This design comes from an exercise in tuning for small area on the open sky130 flow, not from production work.
At most, simulation tests tie the RTL to the original design; equivalence was not proved.
For run 1, only the layout was checked, not whether the RTL still works.
The clock cells of runs 3 to 7 come from the design's own scripts or RTL, not from TritonCTS.
The clock port is modelled as an ideal driver, which makes a skipped or thinned clock tree look cheaper than it is; a real chip needs a root buffer or a tree.
Power figures rest on the tool's default switching activity, not on a simulated workload.

<file path="design/flow/config.mk">
export PLATFORM = sky130hd
export DESIGN_NAME = main
export DESIGN_NICKNAME = main
export VERILOG_FILES = /design/flow/design.v
export SDC_FILE = /design/flow/constraint.sdc
export NUM_CORES = 4
export LEC_CHECK = 0
export CAP_MARGIN = 20
export CORE_MARGIN = 2
export CORE_UTILIZATION = 70
export PLACE_DENSITY = 0.8
export SLEW_MARGIN = 20
</file>
<file path="design/flow/constraint.sdc">
create_clock -name core_clock -period 12.0 [get_ports {clk}]
set_input_delay 2.4000 -clock core_clock [delete_from_list [all_inputs] [get_ports {clk}]]
set_output_delay 2.4000 -clock core_clock [all_outputs]
set_load 0.01 [all_outputs]
</file>
<file path="design/flow/design.v">
module main(
	input wire clk,
	input wire rst,
	output wire led5,
	output wire led6,
    output wire [7:0] disp_7seg_segments,
    output wire [2:0] disp_7seg_dig
);
    localparam [8:0] PS_Z = 9'b010101010;
    localparam [8:0] PS_X = 9'b000101101;
    reg  [8:0] ps;
    wire ps_wrap = (ps == PS_X);
    wire ps_ld = rst | ps_wrap;
    reg  [1:0] q;
    always @(posedge clk) begin
        ps[8:1] <= ps_ld ? PS_Z[8:1] : ~ps[7:0];
        ps[0]   <= rst ? PS_Z[0] : ps_wrap ? ~PS_Z[0] : (ps[3] ^ ps[8]);
        q[0]    <= ~rst & (q[0] ^ ps_wrap);
        q[1]    <= ~rst & (q[1] ^ (q[0] & ps_wrap));
    end
    wire scan_tick = ps_wrap & ~q[0];
    wire num_tick  = ps_wrap & (q == 2'd1);
    reg [1:0] p;
    always @(posedge clk) begin
        if (rst)
            p <= 2'd0;
        else if (scan_tick)
            p <= {p[0], ~(p[0] | p[1])};
    end
    assign disp_7seg_dig = {p[1], p[0], ~(p[0] | p[1])};
    reg [3:0] d_u, d_t, d_h;
    function [3:0] inc10(input [3:0] d);
        case (d)
            4'd0: inc10 = 4'd1;
            4'd1: inc10 = 4'd2;
            4'd2: inc10 = 4'd3;
            4'd3: inc10 = 4'd4;
            4'd4: inc10 = 4'd5;
            4'd5: inc10 = 4'd6;
            4'd6: inc10 = 4'd7;
            4'd7: inc10 = 4'd8;
            4'd8: inc10 = 4'd9;
            4'd9: inc10 = 4'd0;
            default: inc10 = 4'bxxxx;
        endcase
    endfunction
    wire u9 = d_u[3] & d_u[0];
    wire t9 = d_t[3] & d_t[0];
    wire en_t = num_tick & u9;
    wire en_h = en_t & t9;
    always @(posedge clk) begin
        d_u <= rst ? 4'd0 : num_tick ? inc10(d_u) : d_u;
        d_t <= rst ? 4'd0 : en_t ? inc10(d_t) : d_t;
        d_h <= rst ? 4'd0 : en_h ? inc10(d_h) : d_h;
    end
    wire [3:0] dv = p[0] ? d_t : p[1] ? d_u : d_h;
    reg  [6:0] pat;
    always @(*) begin
        case (dv)
            4'd0: pat = 7'h3f;
            4'd1: pat = 7'h06;
            4'd2: pat = 7'h5b;
            4'd3: pat = 7'h4f;
            4'd4: pat = 7'h66;
            4'd5: pat = 7'h6d;
            4'd6: pat = 7'h7d;
            4'd7: pat = 7'h07;
            4'd8: pat = 7'h7f;
            4'd9: pat = 7'h6f;
            default: pat = 7'bxxxxxxx;
        endcase
    end
    assign disp_7seg_segments = {1'b1, ~pat};
    localparam [15:0] BL_Z = 16'b1010101010101010;
    localparam [15:0] BL_X = 16'b0110110110111101;
    localparam [15:0] BL_M = 16'b1111001111111111;    
    reg [15:0] bl;
    reg led;
    wire bl_wrap = ((bl & BL_M) == (BL_X & BL_M));
    wire bl_ld = rst | bl_wrap;
    always @(posedge clk) begin
        bl[15:1] <= bl_ld ? BL_Z[15:1] : ~bl[14:0];
        bl[0]    <= rst ? BL_Z[0] : bl_wrap ? (led ? BL_Z[0] : ~BL_Z[0]) : (bl[12] ^ bl[15]);
        led      <= ~rst & (led ^ bl_wrap);
    end
    assign led5 = led;
    assign led6 = led;
endmodule
</file>
<file path="design/flow/flow/run.sh">
#!/bin/bash
# Own layout flow:
#  1. the standard synthesis, then an area re-mapping of its combinational
#     logic (registers kept as they are: same instances, names and cells);
#  2. the standard ORFS floorplan and placement, with buf_1 port buffers;
#  4. the standard ORFS routing and finishing.
set -euo pipefail
export HERE=$(pwd)
R=$HERE/orfs/results/sky130hd/main/base
LIB=$FLOW_HOME/platforms/sky130hd/lib/sky130_fd_sc_hd__tt_025C_1v80.lib
P=$FLOW_HOME/platforms/sky130hd

bash standard.sh synth > log_synth.txt 2>&1
cp $R/1_2_yosys.v $HERE/synth_standard.v

cat > $HERE/reopt.ys <<EOT
read_liberty -ignore_miss_func $LIB
setattr -mod -set keep_hierarchy 1 sky130_fd_sc_hd__dfxtp_1
read_verilog $HERE/synth_standard.v
hierarchy -top $FLOW_TOP
flatten
delete t:\$scopeinfo
opt_clean -purge
abc -liberty $LIB -dont_use *lpflow* -dont_use *probe* -script $HERE/flow/area.abc
opt_clean -purge
hilomap -singleton -hicell sky130_fd_sc_hd__conb_1 HI -locell sky130_fd_sc_hd__conb_1 LO
rename -hide w:*.*
select -module $FLOW_TOP
tee -o $HERE/reopt_stat.txt stat -liberty $LIB
write_verilog -noattr -selected $HERE/synth_reopt.v
EOT
yosys -s $HERE/reopt.ys > log_reopt.txt 2>&1
cp $HERE/synth_reopt.v $R/1_2_yosys.v
rm -f $R/1_synth.odb

export BUFFER_PORTS_ARGS="-buffer_cell sky130_fd_sc_hd__buf_1"
bash standard.sh place > log_place.txt 2>&1

best=""
for cfg in "2 clkbuf_4" "3 clkbuf_4" "2 clkbuf_8" "4 clkbuf_4" "3 clkbuf_8" "4 clkbuf_8" "2 clkbuf_16" "3 clkbuf_16" "4 clkbuf_16"; do
  set -- $cfg
  export CLK_K=$1 CLK_BUF=$2 OUT_DB=$HERE/cts_$1_$2.odb OUT_SDC=$HERE/cts_$1_$2.sdc
  cat > $HERE/cts_$1_$2.tcl <<EOT
read_lef $P/lef/sky130_fd_sc_hd.tlef
read_lef $P/lef/sky130_fd_sc_hd_merged.lef
read_liberty $LIB
read_db $R/3_place.odb
read_sdc $R/3_place.sdc
source $HERE/flow/clk_try.tcl
EOT
  openroad -no_init -exit $HERE/cts_$1_$2.tcl > log_cts_$1_$2.txt 2>&1 || continue
  s=$(awk '/^MAXSLEW/{print $2}' log_cts_$1_$2.txt)
  echo "$cfg $s" >> log_cts_choice.txt
  if awk -v s="$s" 'BEGIN{exit !(s != "" && s < 0.110)}'; then best="$1_$2"; break; fi
done
[ -n "$best" ] || { echo "no clock network candidate met the slew target" >> log_cts_choice.txt; exit 1; }
echo "chosen $best" >> log_cts_choice.txt
cp $HERE/cts_$best.sdc $R/4_cts.sdc
cp $HERE/cts_$best.odb $R/4_1_cts.odb

bash standard.sh finish > log_finish.txt 2>&1
</file>
<file path="design/flow/flow/area.abc">
&get -n
&deepsyn -T 30
&put
dch -f
&get -n
&nf -R 1000
&put
</file>
<file path="design/flow/flow/clk_split.tcl">
# split the flip-flops into K groups (by k-means on location) and drive
# each group's clock pins from its own buffer of type BUF placed at the group's centre
proc clk_split {K BUF} {
  set block [ord::get_db_block]
  set pts {}
  foreach inst [$block getInsts] {
    set m [$inst getMaster]
    if {![$m isSequential]} continue
    set bb [$inst getBBox]
    lappend pts [list [$inst getName] [expr {([$bb xMin]+[$bb xMax])/2.0}] [expr {([$bb yMin]+[$bb yMax])/2.0}]]
  }
  set pts [lsort -real -index 1 $pts]
  set n [llength $pts]
  set cs {}
  for {set k 0} {$k < $K} {incr k} {
    set p [lindex $pts [expr {int(($k+0.5)*$n/$K)}]]
    lappend cs [list [lindex $p 1] [lindex $p 2]]
  }
  for {set it 0} {$it < 50} {incr it} {
    set groups {}
    for {set k 0} {$k < $K} {incr k} { lappend groups {} }
    foreach p $pts {
      set best -1; set bd 1e30
      for {set k 0} {$k < $K} {incr k} {
        set c [lindex $cs $k]
        set d [expr {pow([lindex $p 1]-[lindex $c 0],2)+pow([lindex $p 2]-[lindex $c 1],2)}]
        if {$d < $bd} {set bd $d; set best $k}
      }
      lset groups $best [concat [lindex $groups $best] [list $p]]
    }
    set cs {}
    foreach g $groups {
      set sx 0; set sy 0
      foreach p $g { set sx [expr {$sx+[lindex $p 1]}]; set sy [expr {$sy+[lindex $p 2]}] }
      set m [llength $g]; if {$m == 0} {set m 1}
      lappend cs [list [expr {$sx/$m}] [expr {$sy/$m}]]
    }
  }
  set dbu [$block getDbUnitsPerMicron]
  set k 0
  foreach g $groups c $cs {
    if {[llength $g] == 0} continue
    set pins {}
    foreach p $g { lappend pins [get_pins "[lindex $p 0]/CLK"] }
    insert_buffer -buffer_cell $BUF -load_pins $pins -location [list [expr {[lindex $c 0]/$dbu}] [expr {[lindex $c 1]/$dbu}]] -buffer_name clkbuf_leaf_$k -net_name clk_leaf_$k
    incr k
  }
}
</file>
<file path="design/flow/flow/clk_try.tcl">
# Clock network in place of TritonCTS: the flip-flops are split into K groups,
# each driven by one buffer of type BUF at the group's centre, the buffers
# driven straight from the clock port (K <= 4). Prints the worst clock-pin slew.
source $::env(FLOW_HOME)/platforms/sky130hd/setRC.tcl
source $::env(HERE)/flow/clk_split.tcl
clk_split $::env(CLK_K) sky130_fd_sc_hd__$::env(CLK_BUF)
detailed_placement
set_propagated_clock [all_clocks]
estimate_parasitics -placement
set mx 0
foreach p [all_registers -edge_triggered -clock_pins] {
  foreach t {rise fall} { set s [get_property $p slew_max_$t] ; if {$s > $mx} {set mx $s} }
}
puts "MAXSLEW $mx"
report_clock_skew
report_checks -path_delay min
report_checks -path_delay max
write_db $::env(OUT_DB)
write_sdc $::env(OUT_SDC)
</file>
<file path="design/flow/standard.sh">
#!/bin/bash
# synth_recipe.tcl (not shown) runs the flow's synth.tcl, then flattens the netlist and writes it again
# the make line also repeats each setting of config.mk as NAME=value (left out here)
make -C /OpenROAD-flow-scripts/flow DESIGN_CONFIG=/design/flow/config.mk WORK_HOME=/design/flow/orfs CLKGATE_MAP_FILE= SYNTH_SCRIPT=/design/flow/synth_recipe.tcl "${@:-finish}"
</file>
==> results of run 1 <==
layout make-up:
class	count	area [um2]
clock buffers	3	41.29
fillers	132	367.9
inverters	2	7.507
multi-input cells	118	634.4
flip-flops and latches	42	840.8
well taps	27	33.78
repair buffers	14	56.30
power breakdown:
group / internal (mW) / switching (mW)
clock network: 0.0230 / 0.0322
registers: 0.141 / 0.000817
logic: 0.00163 / 0.00316
state kept, by name, summed over array words and instances, names as in the netlist:
name,cells
bl,16
ps,9
d_h,4
d_t,4
d_u,4
p,2
q,2
led,1
layout by cell type, fill, tap and decap left out, types with 2 or more instances in the layout:
master	n
nand2b_1	8
nor2_1	21
o21a_1	5
nor3_1	14
a22oi_1	2
nand4b_1	2
dfxtp_1	42
nand4_1	2
clkinv_1	2
and3_1	4
a311oi_1	2
buf_1	13
or3_1	3
o21ai_0	5
nand2_1	20
a31oi_1	2
nand3_1	3
a21oi_1	12
clkbuf_8	3
path summary, 6_finish.rpt:
kind / startpoint / end / cells past startpoint
hold / removal: bl[8] / bl[9] / 1
setup reg to reg: ps[4] / d_h[3] / 9
hold reg to reg: bl[8] / bl[9] / 1
setup / recovery: p[0] / disp_7seg_segments[4] / 8
worst max-delay path, stage by stage (launching register included):
cell	delay, ps
dfxtp_1	530
nor2b_1	170
a222oi_1	550
nand3_1	170
nand2_1	120
nor2_1	60
or3_1	400
nand3_1	110
buf_1	150
per-layer routing:
layer  part of all wire (%)  vias up  GRT usage, %
met3                    3.8        7         1.818
met1                     46      557         29.88
met5                      0        -             0
met2                     48       33         44.52
met4                    2.0        0         5.556
li1                       -      609             -
==> impl_results.md, run 1 <==
* Outcome: finished clean
* Critical path arrival at 2390 ps
* Remaining DRCs at 0
* Cells after Synth at 162
* Initial antenna violation count at 0
* Total wire length at 2762 um
* Fin crit period at 4794 ps
* Pins over their slew limit at 0
* Leakage power at 0.5919 nW
* Initial DRC count at 29
* CP Capture Type: primary output
* Area grow syn2layout at 8.861%
* Worst Path Max Fanout at 11
* Worst hold slack at 371.2 ps
* Largest net degree at the start of global routing at 33
* Clock-pin slew on the worst setup and hold paths at 100 ps
* DIE AREA at 2502 um2
* Fin util at 81.44%
* Setup ws final at 7206 ps
* Power consumption at 0.2016 mW
* DRT Pass-1 Iters at 4
* Hold Path Class: reg2reg
* Register-to-Register Setup Slack at 9010 ps
* Input/output buffers at 13
* ANT cells at 0
* Final Wtd Congestion at 0.7886
* Die span in x at 50.02 um
* Via density at 5.854
* Hold Vio Cnt, Final at 0
* Core region area at 1982 um2
* CP Class: reg2out
* Fmax at 208.6 MHz
* DR WL/cell at 13.41 um
* Avg Inst Size Synth at 9.152 um2
* Final nets at 183
* P per Cell Area at 124.9 nW/um2
* Maximum vdd drop at 0.1183 mV
* Chip height at 50.02 um
* RSZ-0062 raised after global routing: false
* DP HPWL at 2002 um
* Slew margin rel. at 53.51%
* Setup violators final at 0
* Mapped Area at 1483 um2
* Cells after DPL at 203
* MaxCap Viol Count at 0
* Boundary pin count at 15
* Via count at 1206
* Synth warn at 1
* Detail Route Antenna Nets at 0
* Final Cycle Share at 39.95%
* Overall overflow remaining after global route at 0
* Clk latency of the worst-skew pair at 160 ps
* Number of global-route vias before repair at 1147
* First-pass GRT wire length at 4850 um
* CP Launch Type: register
* Worst Path Required at 9600 ps
* Clock Skew at 28.60 ps
* Post-layout instance area at 1614 um2
* Worst slack, placed at 7410 ps
* Rows at 16
* GRT Overall Usage at 24.04%
* Post-route insts no fill at 206
* Setup TNS Final at 0 ps
* Initial Util at 74.81%
* Measured slew at the worst slew-check pin at 691.0 ps
* Dpl cell area at 1573 um2
* Mapped Nets at 164
* Layout cells sized above 1 at 2.235%
==> inputs of run 2 (changes only) <==
--- a/design/flow/design.v
+++ b/design/flow/design.v
@@ -27,33 +27,22 @@
         else if (scan_tick)
             p <= {p[0], ~(p[0] | p[1])};
     end
-    assign disp_7seg_dig = {p[1], p[0], ~(p[0] | p[1])};
+    wire s0 = ~(p[0] | p[1]);
+    assign disp_7seg_dig = {p[1], p[0], s0};
     reg [3:0] d_u, d_t, d_h;
-    function [3:0] inc10(input [3:0] d);
-        case (d)
-            4'd0: inc10 = 4'd1;
-            4'd1: inc10 = 4'd2;
-            4'd2: inc10 = 4'd3;
-            4'd3: inc10 = 4'd4;
-            4'd4: inc10 = 4'd5;
-            4'd5: inc10 = 4'd6;
-            4'd6: inc10 = 4'd7;
-            4'd7: inc10 = 4'd8;
-            4'd8: inc10 = 4'd9;
-            4'd9: inc10 = 4'd0;
-            default: inc10 = 4'bxxxx;
-        endcase
+    function [3:0] tog(input [3:0] d);
+        tog = {(d[2] & d[1] & d[0]) | (d[3] & d[0]), d[1] & d[0], d[0] & ~d[3], 1'b1};
     endfunction
     wire u9 = d_u[3] & d_u[0];
     wire t9 = d_t[3] & d_t[0];
     wire en_t = num_tick & u9;
     wire en_h = en_t & t9;
     always @(posedge clk) begin
-        d_u <= rst ? 4'd0 : num_tick ? inc10(d_u) : d_u;
-        d_t <= rst ? 4'd0 : en_t ? inc10(d_t) : d_t;
-        d_h <= rst ? 4'd0 : en_h ? inc10(d_h) : d_h;
+        d_u <= {4{~rst}} & (d_u ^ ({4{num_tick}} & tog(d_u)));
+        d_t <= {4{~rst}} & (d_t ^ ({4{en_t}} & tog(d_t)));
+        d_h <= {4{~rst}} & (d_h ^ ({4{en_h}} & tog(d_h)));
     end
-    wire [3:0] dv = p[0] ? d_t : p[1] ? d_u : d_h;
+    wire [3:0] dv = ({4{s0}} & d_h) | ({4{p[0]}} & d_t) | ({4{p[1]}} & d_u);
     reg  [6:0] pat;
     always @(*) begin
         case (dv)
--- a/design/flow/flow/run.sh
+++ b/design/flow/flow/run.sh
@@ -1,7 +1,8 @@
 #!/bin/bash
 # Own layout flow:
 #  1. the standard synthesis, then an area re-mapping of its combinational
-#     logic (registers kept as they are: same instances, names and cells);
+#     logic (registers kept as they are: same instances, names and cells),
+#     the smallest of several ABC runs (flow/reopt.sh);
 #  2. the standard ORFS floorplan and placement, with buf_1 port buffers;
 #  4. the standard ORFS routing and finishing.
 set -euo pipefail
@@ -13,23 +14,8 @@
 bash standard.sh synth > log_synth.txt 2>&1
 cp $R/1_2_yosys.v $HERE/synth_standard.v
 
-cat > $HERE/reopt.ys <<EOT
-read_liberty -ignore_miss_func $LIB
-setattr -mod -set keep_hierarchy 1 sky130_fd_sc_hd__dfxtp_1
-read_verilog $HERE/synth_standard.v
-hierarchy -top $FLOW_TOP
-flatten
-delete t:\$scopeinfo
-opt_clean -purge
-abc -liberty $LIB -dont_use *lpflow* -dont_use *probe* -script $HERE/flow/area.abc
-opt_clean -purge
-hilomap -singleton -hicell sky130_fd_sc_hd__conb_1 HI -locell sky130_fd_sc_hd__conb_1 LO
-rename -hide w:*.*
-select -module $FLOW_TOP
-tee -o $HERE/reopt_stat.txt stat -liberty $LIB
-write_verilog -noattr -selected $HERE/synth_reopt.v
-EOT
-yosys -s $HERE/reopt.ys > log_reopt.txt 2>&1
+bash $HERE/flow/reopt.sh $HERE/synth_standard.v $HERE/synth_reopt.v $HERE/reopt $FLOW_TOP $LIB > log_reopt.txt 2>&1
+cp $HERE/reopt/summary.txt $HERE/reopt_summary.txt
 cp $HERE/synth_reopt.v $R/1_2_yosys.v
 rm -f $R/1_synth.odb
 
==> design/flow/flow/reopt.sh (new file) <==
#!/bin/bash
# reopt.sh IN.v OUT.v WORKDIR TOP LIB : re-map the combinational logic of a mapped
# netlist for area, flip-flops kept as they are (same instances, names, cells).
# Tries several ABC scripts and seeds, 4 at a time, and keeps the smallest result
# (the input netlist itself counts as a candidate).
set -uo pipefail
IN=$1; OUT=$2; W=$3; TOP=$4; LIB=$5
mkdir -p $W
cat > $W/in.ys <<EOT
read_liberty -lib $LIB
read_verilog $IN
hierarchy -top $TOP
tee -o $W/in.stat stat -liberty $LIB
EOT
yosys -s $W/in.ys > $W/in.log 2>&1
cp $IN $W/in.v
pids=()
for s in 1 2 3 4; do
  for v in a b; do
    n=${v}${s}
    if [ $v = a ]; then
      printf '&get -n\n&deepsyn -T 20 -S %d\n&put\n&get -n\n&dch -f\n&nf -R 1000\n&put\n' $s > $W/$n.abc
    else
      printf '&get -n\n&deepsyn -T 20 -S %d\n&put\ndch -f\n&get -n\n&nf -R 1000\n&put\nmfs2 -a\n&get -n\n&nf -R 1000\n&put\n' $((s+10)) > $W/$n.abc
    fi
    cat > $W/$n.ys <<EOT
read_liberty -ignore_miss_func $LIB
setattr -mod -set keep_hierarchy 1 sky130_fd_sc_hd__dfxtp_1
read_verilog $IN
hierarchy -top $TOP
flatten
delete t:\$scopeinfo
opt_clean -purge
abc -liberty $LIB -dont_use *lpflow* -dont_use *probe* -script $W/$n.abc
opt_clean -purge
hilomap -singleton -hicell sky130_fd_sc_hd__conb_1 HI -locell sky130_fd_sc_hd__conb_1 LO
rename -hide w:*.*
select -module $TOP
tee -o $W/$n.stat stat -liberty $LIB
write_verilog -noattr -selected $W/$n.v
EOT
    ( yosys -s $W/$n.ys > $W/$n.log 2>&1 ) &
    pids+=($!)
    if [ ${#pids[@]} -ge 4 ]; then wait ${pids[@]}; pids=(); fi
  done
done
wait
for f in $W/*.stat; do a=$(awk '/Chip area/{print $NF}' $f); [ -n "$a" ] && echo "$a ${f%.stat}"; done | sort -g > $W/summary.txt
best=$(head -1 $W/summary.txt)
cp ${best#* }.v $OUT
--- a/design/flow/config.mk
+++ b/design/flow/config.mk
@@ -7,6 +7,6 @@
 export LEC_CHECK = 0
 export CAP_MARGIN = 20
 export CORE_MARGIN = 2
-export CORE_UTILIZATION = 70
-export PLACE_DENSITY = 0.8
+export CORE_UTILIZATION = 85
+export PLACE_DENSITY = 0.9
 export SLEW_MARGIN = 20
removed: design/flow/flow/area.abc
==> run 2 against run 1 <==
  * The run now fails in global placement without I/O
  * Synthesized area shrank 2.4%
  * Synthesized cell count fell by 1.9%
==> impl_results.md, run 2 <==
* Initial Util at 92.86%
* Stop err: [ERROR GPL-0301] Utilization 103.661 % exceeds 100%.
* Failed at: global placement without I/O
* Chip height at 45.27 um
* Outcome: did not finish
* Cells after Synth at 159
* Mapped Nets at 161
* Synth warn at 1
* Mapped Area at 1448 um2
* Die span in x at 45.27 um
* Avg Inst Size Synth at 9.105 um2
* Rows at 14
==> inputs of run 3 (changes only) <==
--- a/design/flow/flow/run.sh
+++ b/design/flow/flow/run.sh
@@ -22,11 +22,13 @@
 export BUFFER_PORTS_ARGS="-buffer_cell sky130_fd_sc_hd__buf_1"
 bash standard.sh place > log_place.txt 2>&1
 
+# clock network candidates (leaf count, root inverter, leaf inverter), smallest first
 best=""
-for cfg in "2 clkbuf_4" "3 clkbuf_4" "2 clkbuf_8" "4 clkbuf_4" "3 clkbuf_8" "4 clkbuf_8" "2 clkbuf_16" "3 clkbuf_16" "4 clkbuf_16"; do
+for cfg in "1 inv_2 inv_16" "2 inv_2 inv_8" "4 inv_2 inv_4" "3 inv_2 inv_8" "2 inv_2 inv_12" "2 inv_2 inv_16" "3 inv_2 inv_12" "4 inv_2 inv_12"; do
   set -- $cfg
-  export CLK_K=$1 CLK_BUF=$2 OUT_DB=$HERE/cts_$1_$2.odb OUT_SDC=$HERE/cts_$1_$2.sdc
-  cat > $HERE/cts_$1_$2.tcl <<EOT
+  tag=$1_$2_$3
+  export CLK_K=$1 CLK_ROOT=$2 CLK_LEAF=$3 OUT_DB=$HERE/cts_$tag.odb OUT_SDC=$HERE/cts_$tag.sdc
+  cat > $HERE/cts_$tag.tcl <<EOT
 read_lef $P/lef/sky130_fd_sc_hd.tlef
 read_lef $P/lef/sky130_fd_sc_hd_merged.lef
 read_liberty $LIB
@@ -34,10 +36,10 @@
 read_sdc $R/3_place.sdc
 source $HERE/flow/clk_try.tcl
 EOT
-  openroad -no_init -exit $HERE/cts_$1_$2.tcl > log_cts_$1_$2.txt 2>&1 || continue
-  s=$(awk '/^MAXSLEW/{print $2}' log_cts_$1_$2.txt)
+  openroad -no_init -exit $HERE/cts_$tag.tcl > log_cts_$tag.txt 2>&1 || continue
+  s=$(awk '/^MAXSLEW/{print $2}' log_cts_$tag.txt)
   echo "$cfg $s" >> log_cts_choice.txt
-  if awk -v s="$s" 'BEGIN{exit !(s != "" && s < 0.110)}'; then best="$1_$2"; break; fi
+  if awk -v s="$s" 'BEGIN{exit !(s != "" && s < 0.108)}'; then best="$tag"; break; fi
 done
 [ -n "$best" ] || { echo "no clock network candidate met the slew target" >> log_cts_choice.txt; exit 1; }
 echo "chosen $best" >> log_cts_choice.txt
==> design/flow/flow/clk_inv.tcl (new file) <==
# Clock network: clk -> one inverter ROOT -> K inverters LEAF (one per group of
# flip-flops, groups by k-means on placement, each leaf at its group's centre) -> flops.
proc clk_inv {K ROOT LEAF} {
  set db [ord::get_db]
  set block [ord::get_db_block]
  set dbu [$block getDbUnitsPerMicron]
  set pts {}
  foreach inst [$block getInsts] {
    if {![[$inst getMaster] isSequential]} continue
    set bb [$inst getBBox]
    lappend pts [list $inst [expr {([$bb xMin]+[$bb xMax])/2.0}] [expr {([$bb yMin]+[$bb yMax])/2.0}]]
  }
  set pts [lsort -real -index 1 $pts]
  set n [llength $pts]
  set cs {}
  for {set k 0} {$k < $K} {incr k} {
    set p [lindex $pts [expr {int(($k+0.5)*$n/$K)}]]
    lappend cs [list [lindex $p 1] [lindex $p 2]]
  }
  for {set it 0} {$it < 50} {incr it} {
    set groups {}
    for {set k 0} {$k < $K} {incr k} { lappend groups {} }
    foreach p $pts {
      set best -1; set bd 1e30
      for {set k 0} {$k < $K} {incr k} {
        set c [lindex $cs $k]
        set d [expr {pow([lindex $p 1]-[lindex $c 0],2)+pow([lindex $p 2]-[lindex $c 1],2)}]
        if {$d < $bd} {set bd $d; set best $k}
      }
      lset groups $best [concat [lindex $groups $best] [list $p]]
    }
    set cs {}
    foreach g $groups {
      set sx 0; set sy 0
      foreach p $g { set sx [expr {$sx+[lindex $p 1]}]; set sy [expr {$sy+[lindex $p 2]}] }
      set m [llength $g]; if {$m == 0} {set m 1}
      lappend cs [list [expr {$sx/$m}] [expr {$sy/$m}]]
    }
  }
  set clknet [$block findNet clk]
  set rm [$db findMaster $ROOT]
  set lm [$db findMaster $LEAF]
  set root [odb::dbInst_create $block $rm clkinv_root]
  set nroot [odb::dbNet_create $block clk_root_n]
  $nroot setSigType CLOCK
  [$root findITerm A] connect $clknet
  [$root findITerm Y] connect $nroot
  set ax 0; set ay 0
  foreach c $cs { set ax [expr {$ax+[lindex $c 0]/$K}]; set ay [expr {$ay+[lindex $c 1]/$K}] }
  $root setLocation [expr {int($ax)}] [expr {int($ay)}]
  $root setPlacementStatus PLACED
  set k 0
  foreach g $groups c $cs {
    if {[llength $g] == 0} continue
    set leaf [odb::dbInst_create $block $lm clkinv_leaf_$k]
    set nl [odb::dbNet_create $block clk_leaf_$k]
    $nl setSigType CLOCK
    [$leaf findITerm A] connect $nroot
    [$leaf findITerm Y] connect $nl
    $leaf setLocation [expr {int([lindex $c 0])}] [expr {int([lindex $c 1])}]
    $leaf setPlacementStatus PLACED
    foreach p $g {
      set it [[lindex $p 0] findITerm CLK]
      $it disconnect
      $it connect $nl
    }
    incr k
  }
}
==> design/flow/flow/clk_try.tcl (replaced) <==
# Builds the clock network (flow/clk_inv.tcl) on the placed design, legalizes,
# prints the worst flip-flop clock-pin slew and writes the CTS-stage database.
source $::env(FLOW_HOME)/platforms/sky130hd/setRC.tcl
source $::env(HERE)/flow/clk_inv.tcl
clk_inv $::env(CLK_K) sky130_fd_sc_hd__$::env(CLK_ROOT) sky130_fd_sc_hd__$::env(CLK_LEAF)
detailed_placement
check_placement -verbose
set_propagated_clock [all_clocks]
estimate_parasitics -placement
set mx 0
foreach p [all_registers -edge_triggered -clock_pins] {
  foreach t {rise fall} { set s [get_property $p slew_max_$t] ; if {$s > $mx} {set mx $s} }
}
puts "MAXSLEW $mx"
report_clock_skew
report_checks -path_delay min
report_checks -path_delay max
write_db $::env(OUT_DB)
write_sdc $::env(OUT_SDC)
--- a/design/flow/flow/reopt.sh
+++ b/design/flow/flow/reopt.sh
@@ -15,7 +15,7 @@
 yosys -s $W/in.ys > $W/in.log 2>&1
 cp $IN $W/in.v
 pids=()
-for s in 1 2 3 4; do
+for s in 1 2 3 4 5 6; do
   for v in a b; do
     n=${v}${s}
     if [ $v = a ]; then
--- a/design/flow/config.mk
+++ b/design/flow/config.mk
@@ -7,6 +7,6 @@
 export LEC_CHECK = 0
 export CAP_MARGIN = 20
 export CORE_MARGIN = 2
-export CORE_UTILIZATION = 85
-export PLACE_DENSITY = 0.9
+export CORE_UTILIZATION = 70
+export PLACE_DENSITY = 0.8
 export SLEW_MARGIN = 20
removed: design/flow/flow/clk_split.tcl
==> run 3 against run 2 <==
  * Now clean on timing, DRC and antenna
  * Synthesized area unchanged
  * Synthesized cell count unchanged
==> impl_results.md, run 3 <==
* Outcome: finished clean
* Fillers at 155
* Most Frequent Cell on Critical Path: nor2_1
* Fin crit period at 4680 ps
* Crit path launch: p[0]
* Initial Util at 73.79%
* Clock Skew at 5.628 ps
* Number of global-route vias before repair at 1139
* Seq. cell area at 840.8 um2
* M1 WL at 1150 um
* Multi-input logic area at 595.6 um2
* GRT Overall Usage at 24.74%
* Net Sw Power at 0.04717 mW
* Gate power share at 2.1%
* Commonest cells after routing, fill and taps aside: dfxtp_1, nor2_1, nand2_1, nor3_1, buf_1
* Setup TNS Final at 0 ps
* FF-to-FF End: d_h[3]
* Rows at 16
* Top Metal Used: met4
* Clock Power Share at 25.7%
* Detail Route Antenna Nets at 0
* Crit-path slowest cell: dfxtp_1
* Hold Vio Cnt, Final at 0
* Internal power at 0.1489 mW
* Worst slack, placed at 7641 ps
* First-pass GRT wire length at 4933 um
* Worst Path Max Fanout at 8
* DP HPWL at 1989 um
* Critical path arrival at 2280 ps
* Input/output buffers at 13
* CP Class: reg2out
* Routed wl met3 at 143 um
* Setup ws final at 7320 ps
* Setup violators final at 0
* CP Buf/Inv Count at 1
* Measured slew at the worst slew-check pin at 668.3 ps
* Die span in x at 49.48 um
* Boundary pin count at 15
* Most common cell after layout, fill and taps aside: dfxtp_1
* Crit path largest cell delay at 470 ps
* Remaining DRCs at 0
* ANT cells at 0
* CP Capture Type: primary output
* Mapped Nets at 161
* Hold Path Class: reg2reg
* Final nets at 180
* RR Startpoint: ps[7]
* Path length in cells of the critical path at 8
* Worst Path Required at 9600 ps
* Most flop-heavy register: bl
* DRT Pass-1 Iters at 4
* Pins over their slew limit at 0
* Dpl cell area at 1538 um2
* Power consumption at 0.1960 mW
* Via count at 1187
* Total wire length at 2708 um
* Core region area at 1962 um2
* Final Cycle Share at 39.00%
* Clk latency of the worst-skew pair at 190 ps
* Layout cells sized above 1 at 2.273%
* Area grow syn2layout at 8.038%
* Post-layout instance area at 1564 um2
* CP Launch Type: register
* Clock-pin slew on the worst setup and hold paths at 100 ps
* Slew margin rel. at 55.04%
* RSZ-0062 raised after global routing: false
* Crit path cell chain: nor2_1 -> a22oi_1 -> nand2_1 -> o21ai_0 -> nor2_1 -> nor4_1 -> or2_0 -> buf_1
* Initial antenna violation count at 0
* Cells after Synth at 159
* Synth warn at 1
* Hold Crit Depth at 1
* Initial DRC count at 20
* Post-route insts no fill at 203
* DR WL/cell at 13.34 um
* Avg Inst Size Synth at 9.105 um2
* Maximum vdd drop at 0.1098 mV
* Largest net degree at the start of global routing at 36
* Overall overflow remaining after global route at 0
* P per Cell Area at 125.3 nW/um2
* MaxCap Viol Count at 0
* Chip height at 49.48 um
* Switching share of power at 24.06%
* WL met2 at 1361 um
* Max reg flops at 16
* Via density at 5.847
* Fmax at 213.7 MHz
* Mapped Area at 1448 um2
* Cells on worst reg2reg path at 11
* Cells after DPL at 200
* Leakage power at 0.5974 nW
* Top Registers: bl (16), ps (9)
* DIE AREA at 2448 um2
* Top Family by Delay on Critical Path: simple AND/OR/NAND/NOR gates
* Sequential power share at 72.2%
* Setup crit end: disp_7seg_segments[4]
* Register-to-Register Setup Slack at 9320 ps
* Final Wtd Congestion at 0.8298
==> run 3: area by class of cell <==
class,instances,share of cell area (%)
inverters,6,2.400
flip-flops and latches,42,53.76
well taps,27,2.160
multi-input cells,114,38.08
repair buffers,14,3.600
==> run 3: power by group through the flow <==
stage          combinational [mW]  sequential [mW]  clock, mW
5_1_grt                   0.00467            0.142     0.0568
2_1_floorplan             0.00189            0.145          0
6_report                  0.00412            0.142     0.0503
3_3_place_gp              0.00392            0.145          0
3_5_place_dp              0.00413            0.145          0
==> run 3: per-stage QoR <==
stage,util [%],hold slack (ps)
after detailed placement,78.38,364.7
after global placement,78.38,348.1
final,79.72,384.4
after floorplan,-,343.4
after global routing,79.72,394.8
==> run 3: how the worst min path moves through the flow <==
| stage | startpoint | end | slack (ps) |
|---|---|---|---|
| after floorplan | bl[10] | bl[11] | 340 |
| after global placement | bl[10] | bl[11] | 350 |
| after detailed placement | bl[10] | bl[11] | 360 |
| after global routing | bl[10] | bl[11] | 390 |
| final | bl[10] | bl[11] | 380 |
==> run 3: routing by layer <==
layer	track usage (%)	vias to the layer above
li1	-	580
met1	32.74	561
met3	2.727	6
met2	43.69	40
met5	0	-
met4	5.556	0
==> inputs of run 4 (changes only) <==
--- a/design/flow/config.mk
+++ b/design/flow/config.mk
@@ -7,6 +7,6 @@
 export LEC_CHECK = 0
 export CAP_MARGIN = 20
 export CORE_MARGIN = 2
-export CORE_UTILIZATION = 70
+export CORE_UTILIZATION = 40
 export PLACE_DENSITY = 0.8
 export SLEW_MARGIN = 20
==> run 4 against run 3 <==
  * Synthesized area stayed put
  * Largest cell class unchanged
  * Clock skew hardly changed
  * Cell count is 9.4% higher
  * Sequential power hardly changed
  * Sequential cell count stayed put
  * Global-route usage is 13 points lower
  * Via count is 8.1% lower
  * Power is 0.28% higher
  * First-iteration DRC count stayed put
  * Register-to-register slack better by 110 ps
  * Critical path depth is 1 higher
==> impl_results.md, run 4 <==
* Core region area at 3416 um2
* Largest net degree at the start of global routing at 36
* DIE AREA at 4117 um2
* Top Family by Delay on Critical Path: simple AND/OR/NAND/NOR gates
* CP Launch Type: register
* Initial DRC count at 20
* Hold Vio Cnt, Final at 0
* Gate power share at 2.0%
* Mapped Area at 1448 um2
* Die span in x at 64.16 um
* Remaining DRCs at 0
* Initial antenna violation count at 0
* Final nets at 180
* Net Sw Power at 0.04771 mW
* Critical path arrival at 2130 ps
* Maximum vdd drop at 0.08292 mV
* Avg Inst Size Synth at 9.105 um2
* Overall overflow remaining after global route at 0
* Setup TNS Final at 0 ps
* Initial Util at 42.38%
* Mapped Nets at 161
* Rows at 21
* Cells after Synth at 159
* DR WL/cell at 10.37 um
* Input/output buffers at 13
* CP Buf/Inv Count at 2
* Final Cycle Share at 37.78%
* Worst Path Required at 9600 ps
* Hold Path Class: reg2reg
* Setup violators final at 0
* Layout cells sized above 1 at 2.273%
* Worst Path Max Fanout at 7
* Clock-pin slew on the worst setup and hold paths at 100 ps
* Boundary pin count at 15
* Via count at 1091
* Internal power at 0.1489 mW
* Detail Route Antenna Nets at 0
* Commonest cells after routing, fill and taps aside: dfxtp_1, nor2_1, nand2_1, nor3_1, buf_1
* Register-to-Register Setup Slack at 9430 ps
* Most Frequent Cell on Critical Path: nor2_1
* DRT Pass-1 Iters at 4
* P per Cell Area at 123.8 nW/um2
* First-pass GRT wire length at 4188 um
* Number of global-route vias before repair at 991
* Fin util at 46.48%
* Leakage power at 0.5974 nW
* MaxCap Viol Count at 0
* Pins over their slew limit at 0
* Switching share of power at 24.27%
* Total wire length at 2302 um
* Crit path cell chain: nor2_1 -> a22oi_1 -> nand2_1 -> a21boi_0 -> clkinv_1 -> nor2_1 -> nor4_1 -> or2_0 -> buf_1
* Synth warn at 1
* ANT cells at 0
* GRT Overall Usage at 11.96%
* Max reg flops at 16
* Most flop-heavy register: bl
* Sequential power share at 72.0%
* Most common cell after layout, fill and taps aside: dfxtp_1
* Measured slew at the worst slew-check pin at 590.2 ps
* Area grow syn2layout at 9.680%
* Crit-path slowest cell: dfxtp_1
* Fin crit period at 4534 ps
* Slew margin rel. at 60.29%
* Fillers at 340
* Outcome: finished clean
* CP Capture Type: primary output
* Via density at 4.914
* Clock Skew at 5.385 ps
* Fmax at 220.6 MHz
* DP HPWL at 1654 um
* Crit path largest cell delay at 380 ps
* CP Class: reg2out
* Final Wtd Congestion at 0.7983
* Top Registers: bl (16), ps (9)
* RSZ-0062 raised after global routing: false
* Chip height at 64.16 um
* Clock Power Share at 25.9%
* Clk latency of the worst-skew pair at 190 ps
-- run 4: cell counts in the layout (fill, tap and decap cells not counted) --
No cell type changed its count.
-- run 4: metal layers --
| layer | vias to the layer above | global-route usage (%) | part of all wire [%] |
|---|---|---|---|
| li1 | 583 | - | - |
| met2 | 6 | 21.35 | 45 |
| met5 | - | 0 | 0 |
| met4 | 0 | 1.862 | 1.3 |
| met1 | 498 | 15.95 | 52 |
| met3 | 4 | 1.056 | 1.8 |
-- run 4: final timing paths --
kind | startpoint | endpoint | cells past startpoint
setup / recovery | p[1] | disp_7seg_segments[4] | 9
hold / removal | bl[10] | bl[11] | 1
hold reg to reg | bl[10] | bl[11] | 1
setup reg to reg | ps[8] | d_h[3] | 10
-- run 4: cell type report --
type,count,area (um2),area share [%]
Sequential cell,42,840.8,52.96
Multi-Input combinational cell,114,595.6,37.51
Tap cell,46,57.56,3.625
Timing Repair Buffer,14,56.30,3.546
Inverter,6,37.54,2.364
-- run 4: power groups by stage --
stage,combinational (mW),clock [mW],sequential (mW)
6_report,0.00401,0.0510,0.142
5_1_grt,0.00455,0.0596,0.142
3_5_place_dp,0.00408,0,0.145
3_3_place_gp,0.00403,0,0.145
2_1_floorplan,0.00189,0,0.145
-- run 4: metrics by stage --
stage	total power, mW	area, um2	hold WS [ps]	cells	setup WS, ps
after floorplan	0.1464	1448	343.4	159	7583
after global placement	0.1488	1562	352.1	219	7751
after detailed placement	0.1489	1562	357.9	219	7678
after global routing	0.2060	1588	405.9	222	7135
final	0.1966	1588	378.3	222	7466
==> inputs of run 5 (changes only) <==
--- a/design/flow/flow/run.sh
+++ b/design/flow/flow/run.sh
@@ -22,6 +22,22 @@
 export BUFFER_PORTS_ARGS="-buffer_cell sky130_fd_sc_hd__buf_1"
 bash standard.sh place > log_place.txt 2>&1
 
+# one buf_2 input port buffer in place of buf_1 plus the buffer placement adds
+PLACE_DB=$R/3_place.odb; PLACE_SDC=$R/3_place.sdc
+cat > $HERE/fix_inbuf_run.tcl <<EOT
+read_lef $P/lef/sky130_fd_sc_hd.tlef
+read_lef $P/lef/sky130_fd_sc_hd_merged.lef
+read_liberty $LIB
+read_db $R/3_place.odb
+read_sdc $R/3_place.sdc
+source $HERE/flow/fix_inbuf.tcl
+EOT
+if OUT_DB=$HERE/place_fix.odb OUT_SDC=$HERE/place_fix.sdc openroad -no_init -exit $HERE/fix_inbuf_run.tcl > log_fix_inbuf.txt 2>&1 \
+   && grep -q '^VIOLATIONS 0$' log_fix_inbuf.txt; then
+  PLACE_DB=$HERE/place_fix.odb; PLACE_SDC=$HERE/place_fix.sdc
+fi
+echo "placement used: $PLACE_DB" > log_cts_choice.txt
+
 # clock network candidates (leaf count, root inverter, leaf inverter), smallest first
 best=""
 for cfg in "1 inv_2 inv_16" "2 inv_2 inv_8" "4 inv_2 inv_4" "3 inv_2 inv_8" "2 inv_2 inv_12" "2 inv_2 inv_16" "3 inv_2 inv_12" "4 inv_2 inv_12"; do
@@ -32,8 +48,8 @@
 read_lef $P/lef/sky130_fd_sc_hd.tlef
 read_lef $P/lef/sky130_fd_sc_hd_merged.lef
 read_liberty $LIB
-read_db $R/3_place.odb
-read_sdc $R/3_place.sdc
+read_db $PLACE_DB
+read_sdc $PLACE_SDC
 source $HERE/flow/clk_try.tcl
 EOT
   openroad -no_init -exit $HERE/cts_$tag.tcl > log_cts_$tag.txt 2>&1 || continue
==> design/flow/flow/fix_inbuf.tcl (new file) <==
# The input port buffer of the placed design (buf_1 from buffer_ports) drives the
# reset's high fanout, for which placement adds a second buffer. Replace the two
# by one buf_2 port buffer; report remaining max-slew/max-cap violations.
source $::env(FLOW_HOME)/platforms/sky130hd/setRC.tcl
set block [ord::get_db_block]
foreach inst [$block getInsts] {
  set nm [$inst getName]
  if {![string match "input*" $nm]} continue
  if {![string match "*buf*" [[$inst getMaster] getName]]} continue
  replace_cell $nm sky130_fd_sc_hd__buf_2
  set net [[$inst findITerm X] getNet]
  set extra {}
  foreach it [$net getITerms] {
    set li [$it getInst]
    set lnm [$li getName]
    if {$lnm eq $nm} continue
    if {[string match "input*" $lnm] || [string match "output*" $lnm]} continue
    if {[string match "sky130_fd_sc_hd__buf_*" [[$li getMaster] getName]]} { lappend extra [get_cells $lnm] }
  }
  if {[llength $extra]} { remove_buffers $extra }
}
detailed_placement
check_placement -verbose
estimate_parasitics -placement
set nv [expr {[sta::max_slew_violation_count] + [sta::max_capacitance_violation_count]}]
report_check_types -max_slew -max_capacitance -violators
puts "VIOLATIONS $nv"
write_db $::env(OUT_DB)
write_sdc $::env(OUT_SDC)
==> run 5 against run 4 <==
  * Still clean
  * Wire length shrank 0.13%
  * Design area is 0.39% lower
  * Setup slack lost 1.0 ps
  * Sequential power hardly changed
  * Clock power about the same
  * Critical path depth did not move
  * Fmax about the same
  * Synthesized area is the same
  * First-iteration DRC count fell by 10%
  * Register-to-register slack about the same
  * Worst hold slack about the same
  * Critical path type unchanged
==> impl_results.md, run 5 <==
* Leakage power at 0.5954 nW
* GR peak layer: met2
* Layout cells sized above 1 at 2.286%
* Setup TNS Final at 0 ps
* Register-to-Register Setup Slack at 9440 ps
* Mapped Area at 1448 um2
* Chip height at 64.16 um
* Cells after Synth at 159
* CP Buf/Inv Count at 2
* Initial DRC count at 18
* Critical path arrival at 2140 ps
* Fmax at 220.5 MHz
* Final Wtd Congestion at 0.7983
* Maximum vdd drop at 0.08291 mV
* Commonest cells after routing, fill and taps aside: dfxtp_1, nor2_1, nand2_1, nor3_1
* CP Class: reg2out
* RR Startpoint: ps[8]
* Initial antenna violation count at 0
* FF-to-FF End: d_h[3]
* Most Frequent Cell on Critical Path: nor2_1
* Initial Util at 42.38%
* Net Sw Power at 0.04773 mW
* Detail Route Antenna Nets at 0
* Via count at 1082
* GR Util met2 at 20.70%
* Fillers at 341
* Setup violators final at 0
* Hold Path Class: reg2reg
* Crit-path slowest cell: dfxtp_1
* Final nets at 179
* Hold wc startpoint: bl[10]
* Area grow syn2layout at 9.248%
* Clock-pin slew on the worst setup and hold paths at 100 ps
* Hold Crit Depth at 1
* Worst slack, placed at 7678 ps
* Switching share of power at 24.30%
* P per Cell Area at 124.2 nW/um2
* Measured slew at the worst slew-check pin at 590.6 ps
* Clock Power Share at 26.0%
* Global Route met3 Usage at 1.056%
* End of the worst hold path: bl[11]
* Pins over their slew limit at 0
* Met1 Usage GRT at 16.39%
* Post-route insts no fill at 221
* Crit path cell chain: nor2_1 -> a22oi_1 -> nand2_1 -> a21boi_0 -> clkinv_1 -> nor2_1 -> nor4_1 -> or2_0 -> buf_1
* Mapped Nets at 161
* Avg Inst Size Synth at 9.105 um2
* Largest net degree at the start of global routing at 36
* Slew margin rel. at 60.26%
* Core region area at 3416 um2
* Top Registers: bl (16), ps (9)
* Setup ws final at 7465 ps
* Crit path largest cell delay at 380 ps
* First-pass GRT wire length at 4181 um
* Worst Path Max Fanout at 7
* Internal power at 0.1487 mW
* Die span in x at 64.16 um
* Input/output buffers at 13
* Cells on worst reg2reg path at 10
* DRT Pass-1 Iters at 4
* Synth warn at 1
* ANT cells at 0
* Boundary pin count at 15
* Number of global-route vias before repair at 971
* DIE AREA at 4117 um2
* Cells after DPL at 219
* Via density at 4.896
* Remaining DRCs at 0
* Outcome: finished clean
* Max reg flops at 16
* Sequential power share at 72.1%
* Clk latency of the worst-skew pair at 190 ps
* Gate power share at 1.9%
* Fin crit period at 4535 ps
* Overall overflow remaining after global route at 0
* Total wire length at 2299 um
* Most flop-heavy register: bl
* Rows at 21
* Top Family by Delay on Critical Path: simple AND/OR/NAND/NOR gates
* Worst Path Required at 9600 ps
* Clock Skew at 5.435 ps
* DP HPWL at 1654 um
* Most common cell after layout, fill and taps aside: dfxtp_1
* Worst hold slack at 378.3 ps
* MaxCap Viol Count at 0
* GRT Overall Usage at 11.92%
* RSZ-0062 raised after global routing: false
* CP Launch Type: register
* CP Capture Type: primary output
* DR WL/cell at 10.40 um
* Final Cycle Share at 37.79%
* Hold Vio Cnt, Final at 0
[run 5: changes by cell type in the layout (fill, tap and decap cells not counted), sizes merged]
cell  change
buf       -1
[run 5: power by group through the flow]
stage               sequential [mW]  combinational (mW)  clock [mW]
finish                        0.142             0.00381      0.0511
global route                  0.142             0.00433      0.0596
detailed placement            0.145             0.00408           0
global placement              0.145             0.00403           0
floorplan                     0.145             0.00189           0
[run 5: worst max-delay path by stage]
stage	depth (start not counted)	startpoint	to
finish	9	p[1]	disp_7seg_segments[4]
global placement	9	p[1]	disp_7seg_segments[4]
floorplan	7	p[0]	disp_7seg_segments[4]
detailed placement	9	p[1]	disp_7seg_segments[4]
global route	9	p[1]	disp_7seg_segments[4]
[run 5: per-stage QoR]
step / util (%) / area, um2 / power, mW
after global placement: 45.71 / 1562 / 0.1488
after floorplan: - / 1448 / 0.1464
after detailed placement: 45.71 / 1562 / 0.1489
after global routing: 46.30 / 1582 / 0.2058
final: 46.30 / 1582 / 0.1964
[run 5: layer usage]
layer  wire length [um]  part of all wire (%)
met2               1023                    44
met3                 43                   1.9
met4                 31                   1.3
met5                  0                     0
met1               1201                    52
[run 5: worst reg2reg max path, cell delays in order (launching register included)]
cell,delay [ps]
dfxtp_1,320
nand2b_1,170
nor3_1,360
nand2_1,170
nor2_1,140
and2_0,280
and3_1,310
and3_1,280
and3_1,200
nor2_1,40
a211oi_1,190
[run 5: final cells by class]
cell class                 instances  area [um2]  area share (%)
sequential                        42       840.8           53.16
multi-input combinational        114       595.6           37.66
tap                               46       57.56           3.639
timing repair buffer              13       50.05           3.165
inverter                           6       37.54           2.373
==> inputs of run 6 (changes only) <==
==> design/flow/design.v (replaced) <==
module main(
	input wire clk,
	input wire rst,
	output wire led5,
	output wire led6,
    output wire [7:0] disp_7seg_segments,
    output wire [2:0] disp_7seg_dig
);
    localparam [9:0] PS_Z = 10'b1010101010;
    localparam [9:0] PS_X = 10'b1000101011;
    localparam [9:0] PS_Y = 10'b0011001001;
    reg  [9:0] ps;
    wire ps_wrap = (ps == PS_X);
    wire ps_ld = rst | ps_wrap;
    reg  h;
    always @(posedge clk) begin
        ps[9:1] <= ps_ld ? PS_Z[9:1] : ~ps[8:0];
        ps[0]   <= rst ? PS_Z[0] : ps_wrap ? ~PS_Z[0] : (ps[2] ^ ps[9]);
        h       <= ~rst & (h ^ ps_wrap);
    end
    wire scan_tick = (ps == PS_Y);
    wire num_tick  = ps_wrap & ~h;
    reg [1:0] p;
    always @(posedge clk) begin
        if (rst)
            p <= 2'd0;
        else if (scan_tick)
            p <= {p[0], ~(p[0] | p[1])};
    end
    assign disp_7seg_dig = {p[1], p[0], ~(p[0] | p[1])};
    reg [3:0] d_u, d_t, d_h;
    function [3:0] inc10(input [3:0] d);
        case (d)
            4'd0: inc10 = 4'd1;
            4'd1: inc10 = 4'd2;
            4'd2: inc10 = 4'd3;
            4'd3: inc10 = 4'd4;
            4'd4: inc10 = 4'd5;
            4'd5: inc10 = 4'd6;
            4'd6: inc10 = 4'd7;
            4'd7: inc10 = 4'd8;
            4'd8: inc10 = 4'd9;
            4'd9: inc10 = 4'd0;
            default: inc10 = 4'bxxxx;
        endcase
    endfunction
    wire u9 = d_u[3] & d_u[0];
    wire t9 = d_t[3] & d_t[0];
    wire en_t = num_tick & u9;
    wire en_h = en_t & t9;
    always @(posedge clk) begin
        d_u <= rst ? 4'd0 : num_tick ? inc10(d_u) : d_u;
        d_t <= rst ? 4'd0 : en_t ? inc10(d_t) : d_t;
        d_h <= rst ? 4'd0 : en_h ? inc10(d_h) : d_h;
    end
    wire [3:0] dv = p[0] ? d_t : p[1] ? d_u : d_h;
    reg  [6:0] pat;
    always @(*) begin
        case (dv)
            4'd0: pat = 7'h3f;
            4'd1: pat = 7'h06;
            4'd2: pat = 7'h5b;
            4'd3: pat = 7'h4f;
            4'd4: pat = 7'h66;
            4'd5: pat = 7'h6d;
            4'd6: pat = 7'h7d;
            4'd7: pat = 7'h07;
            4'd8: pat = 7'h7f;
            4'd9: pat = 7'h6f;
            default: pat = 7'bxxxxxxx;
        endcase
    end
    assign disp_7seg_segments = {1'b1, ~pat};
    localparam [15:0] BL_Z = 16'b0101010101010101;
    localparam [15:0] BL_X = 16'b1111011100111000;
    localparam [15:0] BL_M = 16'b1111110111111111;    
    reg [15:0] bl;
    reg led;
    wire bl_wrap = ((bl & BL_M) == (BL_X & BL_M));
    wire bl_ld = rst | bl_wrap;
    always @(posedge clk) begin
        bl[15:1] <= bl_ld ? BL_Z[15:1] : ~bl[14:0];
        bl[0]    <= rst ? BL_Z[0] : bl_wrap ? (led ? BL_Z[0] : ~BL_Z[0]) : ~(bl[8] ^ bl[15]);
        led      <= ~rst & (led ^ bl_wrap);
    end
    assign led5 = led;
    assign led6 = led;
endmodule
==> design/flow/flow/reopt.sh (replaced) <==
#!/bin/bash
# reopt.sh IN.v OUT.v WORKDIR TOP LIB : re-map the combinational logic of a mapped
# netlist for area, flip-flops kept as they are (same instances, names, cells).
# Tries several ABC scripts and seeds, 4 at a time, and keeps the smallest result.
set -uo pipefail
IN=$1; OUT=$2; W=$3; TOP=$4; LIB=$5
mkdir -p $W
variants=()
for s in 1 2 3 4 5 6 7 8 9 10 11 12; do
  T=$((10 + 5 * (s % 3)))
  variants+=("a$s|&get -n;&deepsyn -T $T -S $s;&put;&get -n;&dch -f;&nf -R 1000;&put")
  variants+=("b$s|&get -n;&deepsyn -T $T -S $((s+50));&put;dch -f;&get -n;&nf -R 1000;&put;mfs2 -a;&get -n;&nf -R 1000;&put")
done
pids=()
for v in "${variants[@]}"; do
  n=${v%%|*}; script=${v#*|}
  echo "$script" | tr ';' '\n' > $W/$n.abc
  cat > $W/$n.ys <<EOT
read_liberty -ignore_miss_func $LIB
setattr -mod -set keep_hierarchy 1 sky130_fd_sc_hd__dfxtp_1
read_verilog $IN
hierarchy -top $TOP
flatten
delete t:\$scopeinfo
opt_clean -purge
abc -liberty $LIB -dont_use *lpflow* -dont_use *probe* -script $W/$n.abc
opt_clean -purge
hilomap -singleton -hicell sky130_fd_sc_hd__conb_1 HI -locell sky130_fd_sc_hd__conb_1 LO
rename -hide w:*.*
select -module $TOP
tee -o $W/$n.stat stat -liberty $LIB
write_verilog -noattr -selected $W/$n.v
EOT
  ( yosys -s $W/$n.ys > $W/$n.log 2>&1 ) &
  pids+=($!)
  if [ ${#pids[@]} -ge 4 ]; then wait ${pids[@]}; pids=(); fi
done
wait
for f in $W/*.stat; do a=$(awk '/Chip area/{print $NF}' $f); [ -n "$a" ] && echo "$a ${f%.stat}"; done | sort -g > $W/summary.txt
best=$(head -1 $W/summary.txt)
cp ${best#* }.v $OUT
==> run 6 against run 5 <==
  * Still clean
  * Fmax shrank 6.0%
  * Cell count shrank 1.8%
  * Clock power grew 14%
  * Wire length grew 4.4%
  * Synthesized area shrank 0.26%
  * Worst hold slack lost 12 ps
  * Sequential share of layout area shrank 0.25 points
  * Setup slack lost 290 ps
  * Largest cell class unchanged
  * Highest routed layer unchanged
==> impl_results.md, run 6 <==
* Clock Skew at 27.59 ps
* Multi-input logic area at 591.8 um2
* Seq. cell area at 840.8 um2
* RSZ-0062 raised after global routing: false
* Dpl cell area at 1558 um2
* Cells on worst reg2reg path at 8
* Core region area at 3390 um2
* Hold Vio Cnt, Final at 0
* Final nets at 175
* Critical path arrival at 2430 ps
* Commonest cells after routing, fill and taps aside: dfxtp_1, nor2_1, nand2_1, buf_1, nor3_1
* Most flop-heavy register: bl
* GRT Overall Usage at 11.63%
* Final Cycle Share at 40.22%
* Rows at 21
* Setup TNS Final at 0 ps
* FF-to-FF End: d_h[2]
* Input/output buffers at 13
* Overall overflow remaining after global route at 0
* Clock-pin slew on the worst setup and hold paths at 90 ps
* Crit path launch: p[0]
* End of the worst hold path: bl[12]
* Maximum vdd drop at 0.06371 mV
* Hold Crit Depth at 1
* Outcome: finished clean
* Cells after Synth at 154
* CP Buf/Inv Count at 1
* Largest net degree at the start of global routing at 31
* Fmax at 207.2 MHz
* Avg Inst Size Synth at 9.376 um2
* Layout cells sized above 1 at 2.924%
* First-pass GRT wire length at 4091 um
* Top Registers: bl (16), ps (10)
* Crit path cell chain: nor2_1 -> a222oi_1 -> nand2b_1 -> a21oi_1 -> o21bai_1 -> nor3b_1 -> buf_1
* CP Capture Type: primary output
* Via density at 4.908
* Pins over their slew limit at 0
* Crit path largest cell delay at 680 ps
* Die span in x at 64.08 um
* Initial antenna violation count at 0
* Fillers at 323
* P per Cell Area at 128.7 nW/um2
* Via count at 1065
* CP Launch Type: register
* Mapped Nets at 156
* CP Class: reg2out
* ANT cells at 0
* DP HPWL at 1710 um
* Remaining DRCs at 0
* Area grow syn2layout at 10.05%
* DIE AREA at 4106 um2
* Chip height at 64.08 um
* Synth warn at 1
* Hold Path Class: reg2reg
* Top Family by Delay on Critical Path: compound AO/OA/AOI/OAI gates
* Total wire length at 2401 um
* Measured slew at the worst slew-check pin at 684.9 ps
* Initial Util at 42.60%
* Setup violators final at 0
* Slew margin rel. at 54.34%
* RR Startpoint: ps[4]
* Post-layout instance area at 1589 um2
* DR WL/cell at 11.06 um
* Register-to-Register Setup Slack at 9900 ps
* Initial DRC count at 74
* MaxCap Viol Count at 0
* Fin crit period at 4827 ps
* Boundary pin count at 15
* Final Wtd Congestion at 0.7425
* Worst Path Max Fanout at 9
* Detail Route Antenna Nets at 0
* Crit-path slowest cell: a222oi_1
* Worst Path Required at 9600 ps
* Mapped Area at 1444 um2
* Number of global-route vias before repair at 978
* Clk latency of the worst-skew pair at 230 ps
* Max reg flops at 16
* Leakage power at 0.5874 nW
* Hold wc startpoint: bl[11]
* DRT Pass-1 Iters at 5
* Most common cell after layout, fill and taps aside: dfxtp_1
run 6: cell types whose count changed in the layout (fill, tap and decap cells not counted), sizes merged, moves of 3 or more:
cell	before	now
a21o	0	3
a21oi	12	7
a222oi	0	4
a22oi	3	0
nand2	17	13
nor3	15	10
run 6: where the power goes:
group	total [mW]	switching (mW)	leakage, nW	internal (mW)
sequential	0.142	0.000865	0.341	0.141
clock	0.0581	0.0490	0.0224	0.00917
combinational	0.00466	0.00315	0.224	0.00152
total	0.204	0.0530	0.587	0.151
run 6: worst max-delay path by stage:
stage                                       end  depth (start not counted)  slack [ps]
after floorplan           disp_7seg_segments[1]                          6        7470
after global placement    disp_7seg_segments[1]                          7        7580
after detailed placement  disp_7seg_segments[1]                          7        7490
after global routing      disp_7seg_segments[1]                          7        6980
final                     disp_7seg_segments[1]                          7        7170
run 6: area by class of cell:
cell class              count  area share [%]
multi-input cells         109           37.24
well taps                  46           3.622
inverters                   7           3.071
flip-flops and latches     42           52.91
repair buffers             13           3.150
run 6: worst reg2reg max path: stages (launching register included):
cell      delay, ps
dfxtp_1         320
nor2_1          100
nand4b_1        150
nor3_1          440
and3_1          300
and3_1          260
nor2b_1         220
or3_1           120
o21ai_0          70
run 6: layer usage:
layer,global-route usage (%),part of all wire (%),vias up
met5,0,0,-
met4,1.087,0.37,0
met3,1.585,4.2,2
met2,20.31,43,22
met1,15.80,52,472
li1,-,-,569
run 6: through the flow:
| stage | total power [mW] | worst slack (ps) | hold slack [ps] | instances | util (%) |
|---|---|---|---|---|---|
| 3_3_place_gp | 0.1498 | 7579 | 346.7 | 214 | 45.96 |
| 6_report | 0.2045 | 7173 | 366.2 | 217 | 46.88 |
| 3_5_place_dp | 0.1498 | 7491 | 360.6 | 214 | 45.96 |
| 2_1_floorplan | 0.1474 | 7468 | 343.4 | 154 | - |
| 5_1_grt | 0.2133 | 6984 | 383.7 | 217 | 46.88 |
==> inputs of run 7 (changes only) <==
--- a/design/flow/flow/run.sh
+++ b/design/flow/flow/run.sh
@@ -40,7 +40,7 @@
 
 # clock network candidates (leaf count, root inverter, leaf inverter), smallest first
 best=""
-for cfg in "1 inv_2 inv_16" "2 inv_2 inv_8" "4 inv_2 inv_4" "3 inv_2 inv_8" "2 inv_2 inv_12" "2 inv_2 inv_16" "3 inv_2 inv_12" "4 inv_2 inv_12"; do
+for cfg in "1 inv_2 inv_16" "2 inv_2 inv_8" "4 inv_2 inv_4" "3 inv_2 inv_6" "2 inv_2 inv_12" "3 inv_2 inv_8" "2 inv_2 inv_16" "3 inv_2 inv_12" "4 inv_2 inv_12"; do
   set -- $cfg
   tag=$1_$2_$3
   export CLK_K=$1 CLK_ROOT=$2 CLK_LEAF=$3 OUT_DB=$HERE/cts_$tag.odb OUT_SDC=$HERE/cts_$tag.sdc
@@ -55,7 +55,7 @@
   openroad -no_init -exit $HERE/cts_$tag.tcl > log_cts_$tag.txt 2>&1 || continue
   s=$(awk '/^MAXSLEW/{print $2}' log_cts_$tag.txt)
   echo "$cfg $s" >> log_cts_choice.txt
-  if awk -v s="$s" 'BEGIN{exit !(s != "" && s < 0.108)}'; then best="$tag"; break; fi
+  if awk -v s="$s" 'BEGIN{exit !(s != "" && s < 0.115)}'; then best="$tag"; break; fi
 done
 [ -n "$best" ] || { echo "no clock network candidate met the slew target" >> log_cts_choice.txt; exit 1; }
 echo "chosen $best" >> log_cts_choice.txt
==> design/flow/flow/reopt.sh (replaced) <==
#!/bin/bash
# reopt.sh IN.v OUT.v WORKDIR TOP LIB : re-map the combinational logic of a mapped
# netlist for area, flip-flops kept as they are (same instances, names, cells).
# Round 1 runs ABC (deepsyn with several seeds, then mapping) on IN, 4 runs at a
# time; round 2 does the same from round 1's smallest result. The smallest
# netlist of all (IN included) is written to OUT. deepsyn stops after a fixed
# number of steps without improvement, so the result does not depend on load.
set -uo pipefail
IN=$1; OUT=$2; W=$3; TOP=$4; LIB=$5
mkdir -p $W
cat > $W/in.ys <<EOT
read_liberty -lib $LIB
read_verilog $IN
hierarchy -top $TOP
tee -o $W/in.stat stat -liberty $LIB
EOT
yosys -s $W/in.ys > $W/in.log 2>&1
cp $IN $W/in.v

run_round () {   # run_round ROUND INPUT SEEDS...
  local r=$1 src=$2; shift 2
  local pids=()
  for s in "$@"; do
    for v in a b; do
      n=r${r}${v}$s
      if [ $v = a ]; then
        script="&get -n;&deepsyn -J 300 -T 150 -S $s;&put;&get -n;&dch -f;&nf -R 1000;&put"
      else
        script="&get -n;&deepsyn -J 300 -T 150 -S $((s+50));&put;dch -f;&get -n;&nf -R 1000;&put;mfs2 -a;&get -n;&nf -R 1000;&put"
      fi
      echo "$script" | tr ';' '\n' > $W/$n.abc
      cat > $W/$n.ys <<EOT
read_liberty -ignore_miss_func $LIB
setattr -mod -set keep_hierarchy 1 sky130_fd_sc_hd__dfxtp_1
read_verilog $src
hierarchy -top $TOP
flatten
delete t:\$scopeinfo
opt_clean -purge
abc -liberty $LIB -dont_use *lpflow* -dont_use *probe* -script $W/$n.abc
opt_clean -purge
hilomap -singleton -hicell sky130_fd_sc_hd__conb_1 HI -locell sky130_fd_sc_hd__conb_1 LO
rename -hide w:*.*
select -module $TOP
tee -o $W/$n.stat stat -liberty $LIB
write_verilog -noattr -selected $W/$n.v
EOT
      ( yosys -s $W/$n.ys > $W/$n.log 2>&1 ) &
      pids+=($!)
      if [ ${#pids[@]} -ge 4 ]; then wait ${pids[@]}; pids=(); fi
    done
  done
  wait
}
ranked () {
  for f in $W/*.stat; do a=$(awk '/Chip area/{print $NF}' $f); [ -n "$a" ] && echo "$a ${f%.stat}"; done | sort -g
}
run_round 1 $IN 1 2 3 4 5 6 7 8 9 10 11 12
best=$(ranked | head -1)
run_round 2 ${best#* }.v 21 22 23 24 25 26
ranked > $W/summary.txt
best=$(head -1 $W/summary.txt)
cp ${best#* }.v $OUT
==> run 7 against run 6 <==
  * Setup slack better by 100 ps
  * Die area is 0.25% lower
  * Worst hold slack improved by 2.0 ps
  * Clock power is 12% lower
  * Sequential share of layout area rose by 0.50 points
  * Largest cell class unchanged
  * Critical endpoint is now disp_7seg_segments[5]
  * Synthesized area decreased by 0.26%
  * Synthesized cell count is 0.65% higher
  * First-iteration DRC count grew 26%
  * Still clean on timing, DRC and antenna
  * Utilization fell by 0.44 points
  * Clock skew down 16 ps
==> impl_results.md, run 7 <==
* Critical path arrival at 2330 ps
* Gate power share at 14.2%
* Die span in x at 64 um
* Post-layout instance area at 1574 um2
* Leakage power at 0.5761 nW
* Via density at 5.074
* Net Sw Power at 0.06908 mW
* Outcome: finished clean
* Initial DRC count at 93
* Clock Skew at 11.88 ps
* Setup TNS Final at 0 ps
* Crit path cell chain: nor2_1 -> a222oi_1 -> nand2_1 -> nand3_1 -> o21ai_0 -> nor3_1 -> o22ai_1 -> buf_1
* Top Registers: bl (16), ps (10)
* Final Wtd Congestion at 0.7449
* Via count at 1101
* Power consumption at 0.2307 mW
* Total wire length at 2349 um
* Number of global-route vias before repair at 1001
* Initial Util at 42.49%
* DIE AREA at 4096 um2
* Switching share of power at 29.95%
* Largest net degree at the start of global routing at 30
* Pins over their slew limit at 0
* Area grow syn2layout at 9.296%
* Fin crit period at 4727 ps
* Fmax at 211.5 MHz
* GRT Overall Usage at 11.67%
* DRT Pass-1 Iters at 4
* Final nets at 175
* Max reg flops at 16
* Measured slew at the worst slew-check pin at 562.8 ps
* First-pass GRT wire length at 4133 um
* Worst Path Max Fanout at 10
* Maximum vdd drop at 0.06943 mV
* Hold Path Class: reg2reg
* Core region area at 3390 um2
* Detail Route Antenna Nets at 0
* P per Cell Area at 146.5 nW/um2
* Boundary pin count at 15
* Chip height at 64 um
* MaxCap Viol Count at 0
* Clock Power Share at 22.2%
* ANT cells at 0
* Hold Vio Cnt, Final at 0
* RSZ-0062 raised after global routing: false
* CP Class: reg2out
* Input/output buffers at 13
* Most common cell after layout, fill and taps aside: dfxtp_1
* Remaining DRCs at 0
* Commonest cells after routing, fill and taps aside: dfxtp_1, nor2_1, nand2_1, buf_1, a21oi_1
* Layout cells sized above 1 at 2.339%
* CP Launch Type: register
* Multi-input logic area at 595.6 um2
* Most flop-heavy register: bl
* CP Capture Type: primary output
* Avg Inst Size Synth at 9.291 um2
* Rows at 21
* Internal power at 0.1616 mW
* Crit path largest cell delay at 550 ps
* Slew margin rel. at 62.48%
* Final Cycle Share at 39.39%
* Seq. cell area at 840.8 um2
* Synth warn at 1
* Clock-pin slew on the worst setup and hold paths at 100 ps
* Mapped Nets at 157
* Dpl cell area at 1554 um2
* Fillers at 338
* Sequential power share at 63.6%
* Initial antenna violation count at 0
* Cells after Synth at 155
* Worst Path Required at 9600 ps
* DP HPWL at 1690 um
* Clk latency of the worst-skew pair at 200 ps
* DR WL/cell at 10.82 um
* Mapped Area at 1440 um2
* Setup violators final at 0
* Worst hold slack at 368.2 ps
* Crit-path slowest cell: a222oi_1
* Overall overflow remaining after global route at 0
[run 7: cell count changes in the layout (fill, tap and decap cells not counted), moves of 3 or more]
cell	before	now
a21oi_1	7	11
a31oi_1	0	4
nand2_1	13	17
nand2b_1	9	5
and3_1	4	1
[run 7: power by group through the flow]
stage	clock network, mW	logic, mW	registers (mW)
3_5_place_dp	0	0.0328	0.150
5_1_grt	0.0591	0.0372	0.147
3_3_place_gp	0	0.0317	0.150
2_1_floorplan	0	0.0226	0.149
6_report	0.0512	0.0328	0.147
[run 7: critical path, delay by kind of cell (launching register included)]
kind,cells,cell delay [ps]
AO/OA/AOI/OAI,3,800
flip-flops,1,500
AND/OR/NAND/NOR,4,670
buffers and inverters,1,150
[run 7: path summary, 6_finish.rpt]
kind         startpoint                    end  slack [ps]  cells past startpoint
max reg2reg       ps[2]                 d_h[2]        9400                      9
min reg2reg       bl[9]                 bl[10]         370                      1
max                p[0]  disp_7seg_segments[5]        7270                      8
min               bl[9]                 bl[10]         370                      1
[run 7: routing by layer]
layer  global-route usage, %  share of wire (%)
met5                       0                  0
met4                   2.717                1.6
met3                   1.761                5.5
met2                   20.31                 44
met1                   15.12                 49
[run 7: layout make-up]
cell class / instances / share of cell area (%)
inverter: 4 / 1.908
multi-input combinational: 112 / 37.84
sequential: 42 / 53.42
tap: 46 / 3.657
timing repair buffer: 13 / 3.180
[run 7: per-stage QoR]
step,worst slack (ps),cells,util (%)
2_1_floorplan,7489,155,-
3_3_place_gp,7698,215,45.85
3_5_place_dp,7565,215,45.85
5_1_grt,6976,217,46.44
6_report,7273,217,46.44

Check on run 7: ideal ports give 7.273 ns setup slack; a clkbuf_16 on the clock port and buf_2 on the inputs give 7.245 ns; moving port delays by the midpoint clock arrival (0.221 ns) as well gives 7.466 ns.
